This is an optimization exercise on Yosys and OpenROAD, whose aim is small area, not a production implementation. Function was checked by simulation only, so behaviour that the tests miss may differ from the original. Power figures rest on the tool's default switching activity, not on a simulated workload.

Setup of oak:
## SA
module SA #(
    parameter PE_SIZE       = 8,
    parameter DATA_WIDTH    = 8,
    parameter PSUM_WIDTH    = 32
    )
    (
    input clk,
    input rst_n,
    input   [DATA_WIDTH*PE_SIZE-1:0]    ifmap_row_i,
    input   [DATA_WIDTH*PE_SIZE-1:0]    weight_col_i,
    input   [PSUM_WIDTH*PE_SIZE-1:0]    psum_row_i,
    input                               ifmap_preload_i,
    input   [PE_SIZE-1:0]               weight_en_col_i,
    input   [PE_SIZE-1:0]               psum_en_row_i,
    output  [DATA_WIDTH*PE_SIZE-1:0]    ifmap_row_o,
    output  [DATA_WIDTH*PE_SIZE-1:0]    weight_col_o,
    output  [PSUM_WIDTH*PE_SIZE-1:0]    psum_row_o,
    output  [PE_SIZE-1:0]               weight_en_col_o,
    output  [PE_SIZE-1:0]               psum_en_row_o
    );
Settings: LEC_CHECK=0, CAP_MARGIN=20, CORE_MARGIN=2, CORE_UTILIZATION=55, PLACE_DENSITY=0.7, SLEW_MARGIN=20, SYNTH_HIERARCHICAL=1; clock period 10.0 ns.
standard.sh (not shown) runs the stock make flow with config.mk's settings and CLKGATE_MAP_FILE= SYNTH_SCRIPT=/design/flow/synth_recipe.tcl, a recipe that flattens the netlist after the stock synthesis.
==> flow/flow/run.sh <==
#!/bin/bash
# Own layout flow: the standard layout (standard.sh runs the ORFS flow,
# synthesis through finish, with its scripts unchanged) with two settings
# changed:
#  - the input and output ports are buffered with sky130_fd_sc_hd__buf_1
#    rather than the buffer cell buffer_ports picks by default (every port
#    still gets its own buffer);
#  - clock tree synthesis builds the tree from clkbuf_8 with clusters of up
#    to 14 sinks and no dummy loads.
# ORFS writes each step's full log under orfs/logs/; make's own output
# goes to standard_make.log in the work folder.
set -euo pipefail
cd "$(dirname "$0")/.."
export BUFFER_PORTS_ARGS="-buffer_cell sky130_fd_sc_hd__buf_1"
export CTS_ARGS="-sink_clustering_enable -repair_clock_nets -sink_clustering_size 14 -sink_clustering_max_diameter 60 -buf_list sky130_fd_sc_hd__clkbuf_8 -dont_use_dummy_load"
bash standard.sh finish > standard_make.log 2>&1
Looking at the reports, oak completed the entire flow and the layout it produced met the timing, design-rule and antenna checks.
Relative to oak, the following input files were edited for pine:
--- a/flow/design.v
+++ b/flow/design.v
@@ -620,55 +620,57 @@
                             c_r  <= G_STAGE[k-1 < 0 ? 0 : k-1].G_MID.c_n[KW-1:0];
                         end
                     end
                     wire [15:0]  lo_n = sum_w[k][15:0];
                     wire [KW:0]  c_n  = c_r + !sum_w[k][16];
                     assign lo_q[k]  = lo_r;
                     assign hi_q[k]  = hi_r;
                     assign cnt_q[k] = c_r;
                 end else begin : G_LAST
                     reg [15:0]   lo_r;
                     reg [HW-1:0] hi_r;
-                    wire [CW-1:0] c_in = G_STAGE[N-2].G_MID.c_n[CW-1:0];    
-                    wire [HW-1:0] hi_in;
-                    wire [HW:0]   hc;
-                    assign hc[0] = 1'b0;
-                    genvar b;
-                    for (b = 0; b < HW; b = b + 1) begin : G_HI
-                        if (b < CW) begin : G_F
-                            assign hi_in[b] = hi_q[N-2][b] ^ c_in[b] ^ hc[b];
-                            assign hc[b+1]  = (hi_q[N-2][b] & c_in[b]) | (hc[b] & (hi_q[N-2][b] ^ c_in[b]));
-                        end else begin : G_H
-                            assign hi_in[b] = hi_q[N-2][b] ^ hc[b];
-                            assign hc[b+1]  = hi_q[N-2][b] & hc[b];
-                        end
-                    end
+                    reg [CW-1:0] c_r;
                     always @(posedge clk, negedge rst_n) begin
                         if (!rst_n) begin
                             lo_r <= 16'hffff;
                             hi_r <= {HW{1'b0}};
+                            c_r  <= {CW{1'b0}};
                         end else begin
                             lo_r <= (G_STAGE[N-2].G_MID.lo_n & {16{pen_r[N-2]}}) | (lo_r & {16{pen_hold_r}});
-                            hi_r <= (hi_in & {HW{pen_r[N-2]}}) | (hi_r & {HW{pen_hold_r}});
+                            hi_r <= (hi_q[N-2] & {HW{pen_r[N-2]}}) | (hi_r & {HW{pen_hold_r}});
+                            c_r  <= (G_STAGE[N-2].G_MID.c_n[CW-1:0] & {CW{pen_r[N-2]}}) | (c_r & {CW{pen_hold_r}});
                         end
                     end
                     assign lo_q[k]  = lo_r;
                     assign hi_q[k]  = hi_r;
-                    assign cnt_q[k] = {CW{1'b0}};
+                    assign cnt_q[k] = c_r;
+                    wire [HW-1:0] hi_c;
+                    wire [HW:0]   hc;
+                    assign hc[0] = 1'b0;
+                    genvar b;
+                    for (b = 0; b < HW; b = b + 1) begin : G_HI
+                        if (b < CW) begin : G_F
+                            assign hi_c[b]  = hi_r[b] ^ c_r[b] ^ hc[b];
+                            assign hc[b+1]  = (hi_r[b] & c_r[b]) | (hc[b] & (hi_r[b] ^ c_r[b]));
+                        end else begin : G_H
+                            assign hi_c[b]  = hi_r[b] ^ hc[b];
+                            assign hc[b+1]  = hi_r[b] & hc[b];
+                        end
+                    end
                     wire [HW-1:0] ones;
                     assign ones[0] = 1'b1;
                     for (b = 1; b < HW; b = b + 1) begin : G_ONES
-                        assign ones[b] = &hi_r[b-1:0];
+                        assign ones[b] = &hi_c[b-1:0];
                     end
                     assign psum_row_o[PSUM_WIDTH*(N-j)-1 -: PSUM_WIDTH] =
-                        {hi_r ^ (ones & {HW{sum_w[k][16]}}), sum_w[k][15:0]};
+                        {hi_c ^ (ones & {HW{sum_w[k][16]}}), sum_w[k][15:0]};
                 end
             end
             assign ifmap_row_o[DW*(N-j)-1 -: DW] = ifmap_r[N-1] & {DW{ifmap_v_r[N-1]}};
             assign psum_en_row_o[N-1-j] = pen_r[N-1];
         end
         for (k = 0; k < N; k = k + 1) begin : G_COL
             reg  [N-1:0]  wen_r;
             reg  [N-1:0]  wen_hold_r;    
             wire [DW-1:0] w_q [0:N-1];
             always @(posedge clk, negedge rst_n) begin
                 if (!rst_n)
Results
- Taking oak as the reference, in pine met2 track utilization from global routing fell by 1.4 points, global-route usage fell by 0.82 points, area after synthesis rose by 0.59%.
- Clock network power share: pine and oak compared, lower one is oak
- pine vs oak: worst-case vdd ir drop up by more than a quarter
- pine reports its master of the slowest instance on the critical path as mux2i_1 while oak reports fa_1.

==> re-timing with driven ports <==
How much do the figures lean on ideal ports? The routed layouts below were timed once more, with nothing changed but the port constraints. Step 1: set_driving_cell puts a clkbuf_16 on clk and a buf_2 on each other input, an assumption about the parent block. Step 2 moves the port delays by t, midway between the first and last clock arrival at a register: inputs arrive t later, outputs are due t later. That takes back most of the time a late clock gives input paths. Slacks: ideal / step 1 / step 2; pairs: ideal / step 1.
run | t (ns) | setup WS [ns] | worst setup path after step 2 | pins driven straight from the clock port
oak | 1.242 | 0.099 / 0.099 / 0.099 | register to register | 1
pine | 1.235 | 1.442 / 1.329 / 1.582 | input to register | 1
After both steps setup and hold are still met in every run listed.
